Source: an optimization exercise on an open RTL-to-GDS flow (aim: small area, a short achievable clock period and few clock cycles). Production flows keep margins and buffers that such runs may drop.
The RTL was checked by simulation tests, not by an equivalence proof against the original design.

**design.v**
```verilog
module happy_face (
    input wire signed [31:0] s_x,
    input wire signed [31:0] s_y,
    input wire signed [31:0] height,
    input wire __clock,  
    input wire __reset,  
    input wire __start,  
    input wire __ready,  
    output reg __valid,  
    output reg __done,  
    output reg signed [31:0] __output_0,
    output reg signed [31:0] __output_1
);
    localparam _state0_assign0 = 0;
    localparam _state10_assign0 = 1;
    localparam _state11_while = 2;
    localparam _state11_while0_assign0 = 3;
    localparam _state11_while1 = 4;
    localparam _state11_while1_then1_assign0 = 5;
    localparam _state11_while2_assign0 = 6;
    localparam _state11_while3_assign0 = 7;
    localparam _state11_while4_assign0 = 8;
    localparam _state11_while5_assign0 = 9;
    localparam _state11_while6_assign0 = 10;
    localparam _state11_while7_assign0 = 11;
    localparam _state11_while8_assign0 = 12;
    localparam _state11_while9_assign0 = 13;
    localparam _state12_assign0 = 14;
    localparam _state13_assign0 = 15;
    localparam _state14_assign0 = 16;
    localparam _state15_assign0 = 17;
    localparam _state16_assign0 = 18;
    localparam _state17_while = 19;
    localparam _state17_while0_while = 20;
    localparam _state17_while0_while0_assign0 = 21;
    localparam _state17_while0_while1 = 22;
    localparam _state17_while1_assign0 = 23;
    localparam _state17_while2 = 24;
    localparam _state18_assign0 = 25;
    localparam _state19_assign0 = 26;
    localparam _state1_assign0 = 27;
    localparam _state20_assign0 = 28;
    localparam _state21_while = 29;
    localparam _state21_while0_while = 30;
    localparam _state21_while0_while0_assign0 = 31;
    localparam _state21_while0_while1 = 32;
    localparam _state21_while1_assign0 = 33;
    localparam _state21_while2 = 34;
    localparam _state2_assign0 = 35;
    localparam _state3_assign0 = 36;
    localparam _state4_assign0 = 37;
    localparam _state5_assign0 = 38;
    localparam _state6_assign0 = 39;
    localparam _state7_assign0 = 40;
    localparam _state8_assign0 = 41;
    localparam _state9_assign0 = 42;
    localparam _state_done = 43;
    localparam _state_done_assign0 = 44;
    localparam _state_idle = 45;
    reg [31:0] _state;
    reg signed [31:0] _x;
    reg signed [31:0] _y;
    reg signed [31:0] _d;
    reg signed [31:0] _rectangle_width;
    reg signed [31:0] _rectangle_height;
    reg signed [31:0] _i;
    reg signed [31:0] _j;
    reg signed [31:0] _s_x;
    reg signed [31:0] _s_y;
    reg signed [31:0] _height;
    always @(posedge __clock) begin
        if (__ready) begin
            __valid <= 0;
            __done <= 0;
        end
        if ((__reset || __start)) begin
            _state <= _state_idle;
            __done <= 0;
            __valid <= 0;
        end
        if (__start) begin
            _s_x <= s_x;
            _s_y <= s_y;
            _height <= height;
            _state <= _state0_assign0;
        end else begin
            if ((!__reset && (__ready || !(__valid)))) begin
                case (_state)
                    _state0_assign0: begin
                        _x <= $signed(0);
                        _state <= _state1_assign0;
                    end
                    _state1_assign0: begin
                        _y <= _height;
                        _state <= _state2_assign0;
                    end
                    _state2_assign0: begin
                        _d <= $signed($signed(3) - $signed($signed(2) * _height));
                        _state <= _state3_assign0;
                    end
                    _state3_assign0: begin
                        __output_0 <= $signed(_s_x + _x);
                        __output_1 <= $signed(_s_y + _y);
                        __valid <= 1;
                        _state <= _state4_assign0;
                    end
                    _state4_assign0: begin
                        __output_0 <= $signed(_s_x + _x);
                        __output_1 <= $signed(_s_y - _y);
                        __valid <= 1;
                        _state <= _state5_assign0;
                    end
                    _state5_assign0: begin
                        __output_0 <= $signed(_s_x - _x);
                        __output_1 <= $signed(_s_y + _y);
                        __valid <= 1;
                        _state <= _state6_assign0;
                    end
                    _state6_assign0: begin
                        __output_0 <= $signed(_s_x - _x);
                        __output_1 <= $signed(_s_y - _y);
                        __valid <= 1;
                        _state <= _state7_assign0;
                    end
                    _state7_assign0: begin
                        __output_0 <= $signed(_s_x + _y);
                        __output_1 <= $signed(_s_y + _x);
                        __valid <= 1;
                        _state <= _state8_assign0;
                    end
                    _state8_assign0: begin
                        __output_0 <= $signed(_s_x + _y);
                        __output_1 <= $signed(_s_y - _x);
                        __valid <= 1;
                        _state <= _state9_assign0;
                    end
                    _state9_assign0: begin
                        __output_0 <= $signed(_s_x - _y);
                        __output_1 <= $signed(_s_y + _x);
                        __valid <= 1;
                        _state <= _state10_assign0;
                    end
                    _state10_assign0: begin
                        __output_0 <= $signed(_s_x - _y);
                        __output_1 <= $signed(_s_y - _x);
                        __valid <= 1;
                        _state <= _state11_while;
                    end
                    _state11_while: begin
                        if ((_y >= _x)) begin
                            _state <= _state11_while0_assign0;
                        end else begin
                            _state <= _state12_assign0;
                        end
                    end
                    _state12_assign0: begin
                        _rectangle_width <= ($signed($signed(_height % $signed(3)) === $signed(0)) ? $signed(_height / $signed(3)) : $signed($signed(_height / $signed(3)) - $signed(($signed(_height < $signed(0)) ^ $signed($signed(3) < $signed(0))) & $signed(1))));
                        _state <= _state13_assign0;
                    end
                    _state13_assign0: begin
                        _rectangle_height <= ($signed($signed(_height % $signed(3)) === $signed(0)) ? $signed(_height / $signed(3)) : $signed($signed(_height / $signed(3)) - $signed(($signed(_height < $signed(0)) ^ $signed($signed(3) < $signed(0))) & $signed(1))));
                        _state <= _state14_assign0;
                    end
                    _state14_assign0: begin
                        _x <= $signed(_s_x + $signed(10));
                        _state <= _state15_assign0;
                    end
                    _state15_assign0: begin
                        _y <= $signed(_s_y + $signed(5));
                        _state <= _state16_assign0;
                    end
                    _state16_assign0: begin
                        _i <= $signed(0);
                        _j <= $signed(0);
                        _state <= _state17_while;
                    end
                    _state17_while: begin
                        if ((_i < _rectangle_width)) begin
                            _state <= _state17_while0_while;
                        end else begin
                            _state <= _state18_assign0;
                        end
                    end
                    _state18_assign0: begin
                        _x <= $signed(_s_x - $signed(10));
                        _state <= _state19_assign0;
                    end
                    _state19_assign0: begin
                        _y <= $signed(_s_y + $signed(5));
                        _state <= _state20_assign0;
                    end
                    _state20_assign0: begin
                        _i <= $signed(0);
                        _j <= $signed(0);
                        _state <= _state21_while;
                    end
                    _state21_while: begin
                        if ((_i < _rectangle_width)) begin
                            _state <= _state21_while0_while;
                        end else begin
                            _state <= _state_done_assign0;
                        end
                    end
                    _state_done_assign0: begin
                        __done <= 1;
                        __valid <= 1;
                        _state <= _state_idle;
                    end
                    _state21_while0_while: begin
                        if ((_j < _rectangle_height)) begin
                            _state <= _state21_while0_while0_assign0;
                        end else begin
                            _state <= _state21_while1_assign0;
                        end
                    end
                    _state21_while1_assign0: begin
                        _j <= $signed(0);
                        _state <= _state21_while2;
                    end
                    _state21_while2: begin
                        _i <= $signed(_i + $signed(1));
                        _state <= _state21_while;
                    end
                    _state21_while0_while0_assign0: begin
                        __output_0 <= $signed(_x + _i);
                        __output_1 <= $signed(_y + _j);
                        __valid <= 1;
                        _state <= _state21_while0_while1;
                    end
                    _state21_while0_while1: begin
                        _j <= $signed(_j + $signed(1));
                        _state <= _state21_while0_while;
                    end
                    _state17_while0_while: begin
                        if ((_j < _rectangle_height)) begin
                            _state <= _state17_while0_while0_assign0;
                        end else begin
                            _state <= _state17_while1_assign0;
                        end
                    end
                    _state17_while1_assign0: begin
                        _j <= $signed(0);
                        _state <= _state17_while2;
                    end
                    _state17_while2: begin
                        _i <= $signed(_i + $signed(1));
                        _state <= _state17_while;
                    end
                    _state17_while0_while0_assign0: begin
                        __output_0 <= $signed(_x + _i);
                        __output_1 <= $signed(_y + _j);
                        __valid <= 1;
                        _state <= _state17_while0_while1;
                    end
                    _state17_while0_while1: begin
                        _j <= $signed(_j + $signed(1));
                        _state <= _state17_while0_while;
                    end
                    _state11_while0_assign0: begin
                        _x <= $signed(_x + $signed(1));
                        _state <= _state11_while1;
                    end
                    _state11_while1: begin
                        if ((_d > $signed(0))) begin
                            _y <= $signed(_y - $signed(1));
                            _state <= _state11_while1_then1_assign0;
                        end else begin
                            _d <= $signed($signed(_d + $signed($signed(4) * _x)) + $signed(6));
                            _state <= _state11_while2_assign0;
                        end
                    end
                    _state11_while1_then1_assign0: begin
                        _d <= $signed($signed(_d + $signed($signed(4) * $signed(_x - _y))) + $signed(10));
                        _state <= _state11_while2_assign0;
                    end
                    _state11_while2_assign0: begin
                        __output_0 <= $signed(_s_x + _x);
                        __output_1 <= $signed(_s_y + _y);
                        __valid <= 1;
                        _state <= _state11_while3_assign0;
                    end
                    _state11_while3_assign0: begin
                        __output_0 <= $signed(_s_x + _x);
                        __output_1 <= $signed(_s_y - _y);
                        __valid <= 1;
                        _state <= _state11_while4_assign0;
                    end
                    _state11_while4_assign0: begin
                        __output_0 <= $signed(_s_x - _x);
                        __output_1 <= $signed(_s_y + _y);
                        __valid <= 1;
                        _state <= _state11_while5_assign0;
                    end
                    _state11_while5_assign0: begin
                        __output_0 <= $signed(_s_x - _x);
                        __output_1 <= $signed(_s_y - _y);
                        __valid <= 1;
                        _state <= _state11_while6_assign0;
                    end
                    _state11_while6_assign0: begin
                        __output_0 <= $signed(_s_x + _y);
                        __output_1 <= $signed(_s_y + _x);
                        __valid <= 1;
                        _state <= _state11_while7_assign0;
                    end
                    _state11_while7_assign0: begin
                        __output_0 <= $signed(_s_x + _y);
                        __output_1 <= $signed(_s_y - _x);
                        __valid <= 1;
                        _state <= _state11_while8_assign0;
                    end
                    _state11_while8_assign0: begin
                        __output_0 <= $signed(_s_x - _y);
                        __output_1 <= $signed(_s_y + _x);
                        __valid <= 1;
                        _state <= _state11_while9_assign0;
                    end
                    _state11_while9_assign0: begin
                        __output_0 <= $signed(_s_x - _y);
                        __output_1 <= $signed(_s_y - _x);
                        __valid <= 1;
                        _state <= _state11_while;
                    end
                endcase
            end
        end
    end
endmodule
```
**run.sh**
```bash
#!/bin/bash
# synth_recipe.tcl (not shown) runs the flow's synth.tcl, then flattens the netlist and writes it again
# the make line also repeats each setting of config.mk as NAME=value (left out here)
make -C /OpenROAD-flow-scripts/flow DESIGN_CONFIG=/design/flow/config.mk WORK_HOME=/design/flow/orfs CLKGATE_MAP_FILE= SYNTH_SCRIPT=/design/flow/synth_recipe.tcl finish
```
**config.mk**
```make
export PLATFORM = sky130hd
export DESIGN_NAME = happy_face
export DESIGN_NICKNAME = happy_face
export VERILOG_FILES = /design/flow/design.v
export SDC_FILE = /design/flow/constraint.sdc
export NUM_CORES = 4
export LEC_CHECK = 0
export CAP_MARGIN = 20
export CORE_MARGIN = 2
export CORE_UTILIZATION = 40
export SLEW_MARGIN = 20
```
**constraint.sdc**
```tcl
create_clock -name core_clock -period 20.0 [get_ports {__clock}]
set_input_delay 4.0000 -clock core_clock [delete_from_list [all_inputs] [get_ports {__clock}]]
set_output_delay 4.0000 -clock core_clock [all_outputs]
set_load 0.01 [all_outputs]
```
==> flow_metrics.env <==
export IMPL_globalplace_congestion=0.983
export IMPL_final_area_sq_um=45200
export IMPL_final_layout_size_suffix_gt1_frac=0.0550
export IMPL_synth_top_area_share=0.286
export IMPL_power_mw=6.18
export IMPL_r2r_slack_ns=3.79
export IMPL_fin_crit_ns=16.21
export IMPL_tightest_slew_ns=1.20
export IMPL_track_usage=0.291
export IMPL_dp_slack_ns=4.04
export IMPL_clock_fmax_mhz=61.7
export IMPL_timing_max_transition_violations_final=0
export IMPL_p_comb_frac=0.633
export IMPL_cp_data_arrival_time_ns=16.59
export IMPL_ant_nets=0
export IMPL_crit_top_cell="ha_1"
export IMPL_maxCapViolations=0
export IMPL_p_int_mw=3.11
export IMPL_hold_violations=0
export IMPL_setup_viol=0
export IMPL_dr_total_vias=37200
export IMPL_p_leak_nw=17.6
export IMPL_worstHoldPathType="reg -> reg"
export IMPL_die_h_microns=321
export IMPL_synth_avg_cell_area_sq_um=8.43
export IMPL_dp_hpwl_mm=122
export IMPL_rows=116
export IMPL_cts_resized=0
export IMPL_grt_max_degree=130
export IMPL_synth_edff_count=384
export IMPL_drt_iter0_markers=4231
export IMPL_clockBufferDepth=3
export IMPL_p_sw_mw=3.07
export IMPL_cts_clk_slew_worst_paths_ns=0.07
export IMPL_fin_skew_ns=0.0264
export IMPL_vias_per_cell=5.98
export IMPL_clock_sinks=418
export IMPL_switching_share=0.497
export IMPL_rr_startpoint="_height[0]"
export IMPL_crit_slowest_cell="edfxtp_1"
export IMPL_antenna_found_initial=1
export IMPL_dieArea_sq_um=103000
export IMPL_synth_async_reset_ratio=0
export IMPL_ys_seq_area_frac=0.303
export IMPL_r2r_end="_rectangle_height[28]"
export IMPL_cts_setup_buffers=0
export IMPL_critical_path_class="reg -> reg"
export IMPL_pwr_share_seq=0.212
export IMPL_firstDrtPassIters=8
export IMPL_rsz0062_at_grt="no"
export IMPL_yosys_warnings=1
export IMPL_fin_crit_sh=0.810
export IMPL_synth_largest_area_cell="edfxtp_1"
export IMPL_synth_distinct_cells=118
export IMPL_status="complete, no violations"
export IMPL_start_kind="flip-flop"
export IMPL_fin_nets=5402
export IMPL_clk_latency_ns=0.66
export IMPL_syn_area_sq_um=40300
export IMPL_synth_seq_cells=418
export IMPL_detail_route_wl_per_cell_microns=24.6
export IMPL_p_per_area_nw_per_um2=137
export IMPL_worst_path_largest_cell_delay_ns=0.70
export IMPL_netlist_top_cells_area="edfxtp_1 (29%), ha_1 (13%), xnor2_1 (6.9%)"
export IMPL_critPathCapture="_rectangle_height[28]"
export IMPL_start_util=0.403
export IMPL_worstSetupEndpointType="flip-flop"
export IMPL_r2r_cells=55
export IMPL_worst_slack_ns=3.79
export IMPL_hold_slack_ns=0.442
export IMPL_placed_cell_area_sq_um=43500
export IMPL_power_frac_clock=0.155
export IMPL_cts_root_buf="clkbuf_16"
export IMPL_cts_max_level=2
export IMPL_grt_pass1_vias=34700
export IMPL_path_max_fanout=20
export IMPL_netlist_instances=4780
export IMPL_crit_start="_height[0]"
export IMPL_cp_required_ns=20.38
export IMPL_cts_hold_repair_buffers=0
export IMPL_port_buffers=165
export IMPL_core_area_sq_um=100000
export IMPL_cts_tree="yes"
export IMPL_irDropWorstVdd_uv=156
export IMPL_drc=0
export IMPL_syn_to_final_growth_pct=12.3
export IMPL_final_setup_tns_ns=0
export IMPL_synth_fp_nets=5294
export IMPL_cts_buffers_inserted=51
export IMPL_wl_mm=153
export IMPL_die_w_microns=321
export IMPL_grt_pass1_wl_mm=226
export IMPL_ioPinCount=166
export IMPL_synth_ff_type="edfxtp_1"
export IMPL_relSlewSlack=0.198
export IMPL_grt_ovfl_total=0
[routing by layer]
metal	global-route usage	routed length, microns
met2	0.445	65900
met5	0	0
met4	0.113	6220
met3	0.0472	14000
met1	0.409	66800
[area by class of cell]
type / count / area (sq um)
Tap cell: 1298 / 1620
Fill cell: 9760 / 54800
Sequential cell: 418 / 12200
Multi-Input combinational cell: 3784 / 26000
Clock inverter: 38 / 387
Inverter: 386 / 1450
Clock buffer: 57 / 1300
Timing Repair Buffer: 247 / 2320
Antenna cell: 2 / 5.00
[kinds of logic (layout without fill, tap and decap cells)]
group,Yosys count,count (layout),synth area share
AO/OA/AOI/OAI,1341,1341,0.214
flip-flops,418,418,0.303
AND/OR/NAND/NOR,1530,1530,0.187
multiplexers,18,18,0.00478
buffers and inverters,578,728,0.0561
adder cells (fa/ha/maj),414,414,0.130
other,0,2,0
XOR/XNOR,481,481,0.105
[Yosys cell counts, types with 11 or more instances]
master     number
o22ai_1        68
ha_1          406
o21ai_0       382
a21oi_1       363
o311ai_0       15
and3_1         42
nor3_1        106
nand2b_1       76
dfxtp_1        34
nand2_1       350
a22oi_1        62
xor2_1        161
and2_1         73
inv_1         383
or3_1          40
o211ai_1       16
xnor2_1       318
nor2b_1        48
clkbuf_1      152
a21o_1         60
a31oi_1        22
a221oi_1       15
buf_2          26
o21a_1         16
and4_1         15
or4_1          11
nor2_1        407
o21bai_1       73
a2111oi_0      12
o31ai_1        38
nor4_1         31
mux2i_1        13
a21boi_0       30
nand4_1        62
edfxtp_1      384
o21ai_1        12
a211oi_1       17
nand3_1       209
o221ai_1       13
[critical path, delay by kind of cell (launching register included)]
kind,cells,cell delay [ns]
muxes,2,0.64
AOI/OAI and AO/OA,15,4.62
DFF,1,0.70
xor gates and xnor gates,3,0.74
and+or+nand+nor,23,6.31
buffers and inverters,7,1.41
adders and majority gates,5,1.46
[metrics by stage]
step | cells | utilization
6_report | 6230 | 0.452
5_1_grt | 6228 | 0.452
4_1_cts | 6226 | 0.452
3_5_place_dp | 6131 | 0.435
3_3_place_gp | 6131 | 0.435
2_1_floorplan | 4780 | -
[cells in the final DEF, fill, tap and decap left out, types with 15 or more instances in the layout]
master	synthesis	final
ha_1	406	406
nor2_1	407	401
edfxtp_1	384	384
inv_1	383	382
o21ai_0	382	381
a21oi_1	363	360
nand2_1	350	350
xnor2_1	318	316
nand3_1	209	209
clkdlybuf4s50_1	0	164
xor2_1	161	160
nor3_1	106	104
buf_4	5	80
nand2b_1	76	75
and2_1	73	74
o21bai_1	73	73
o22ai_1	68	68
nand4_1	62	62
a22oi_1	62	62
a21o_1	60	60
clkbuf_16	0	51
nor2b_1	48	48
and3_1	42	42
or3_1	40	40
o31ai_1	38	38
dfxtp_1	34	34
a21boi_0	30	30
nor4_1	31	29
a31oi_1	22	19
a211oi_1	17	16
o211ai_1	16	16
o21a_1	16	16
and4_1	15	15
o311ai_0	15	15
a221oi_1	15	15
[how the worst min path moves through the flow]
stage / from / end / slack (ns) / cells past startpoint
floorplan: _state[31] / _state[31] / 0.41 / 2
global placement: _state[31] / _state[31] / 0.43 / 2
detailed placement: _state[31] / _state[31] / 0.43 / 2
CTS: _state[31] / _state[31] / 0.44 / 2
global route: _state[31] / _state[31] / 0.46 / 2
finish: _state[31] / _state[31] / 0.44 / 2
[power by group through the flow]
stage / combinational [mW] / sequential, mW / clock, mW
floorplan: 2.62 / 1.27 / 0
global placement: 3.82 / 1.33 / 0
detailed placement: 3.82 / 1.32 / 0
CTS: 3.84 / 1.31 / 0.974
global route: 4.27 / 1.32 / 1.00
finish: 3.91 / 1.31 / 0.961
[registers in the layout, indices dropped and copies added, names as in the netlist, 32 cells and up]
signal / cells
_height: 32
_rectangle_width: 32
_y: 32
_rectangle_height: 32
__output_0: 32
_s_x: 32
_j: 32
_s_y: 32
_state: 32
__output_1: 32
_x: 32
_d: 32
_i: 32
Testbench counts, summed over its fixed seeds: cycles 82,970.

-- separate check: timing with driven ports --
The results above use ideal ports. As a check the final layout listed here was re-extracted and re-timed, cells and wires unchanged.
Step 1, drivers: a clkbuf_16 drives __clock and a buf_2 each remaining input, both assumed.
Step 2 times the ports against the registers' clock, not the clock port: input delays grow and output delays shrink by t, the midpoint of the rising clock arrivals with the driver on.
Three values: ideal ports, drivers, drivers and shift; two values: the first two.
t, ns: 0.724
setup WS [ns]: 3.794 / 3.794 / 3.794
hold WS [ns]: 0.442 / 0.442 / 0.442
worst data-port slew with drivers (ns): 0.08
pins driven straight from the clock port: 1
After both steps setup and hold are still met in this run. For this run, drivers alone change the setup slack by 0.000 ns; drivers and shift together by 0.000 ns.
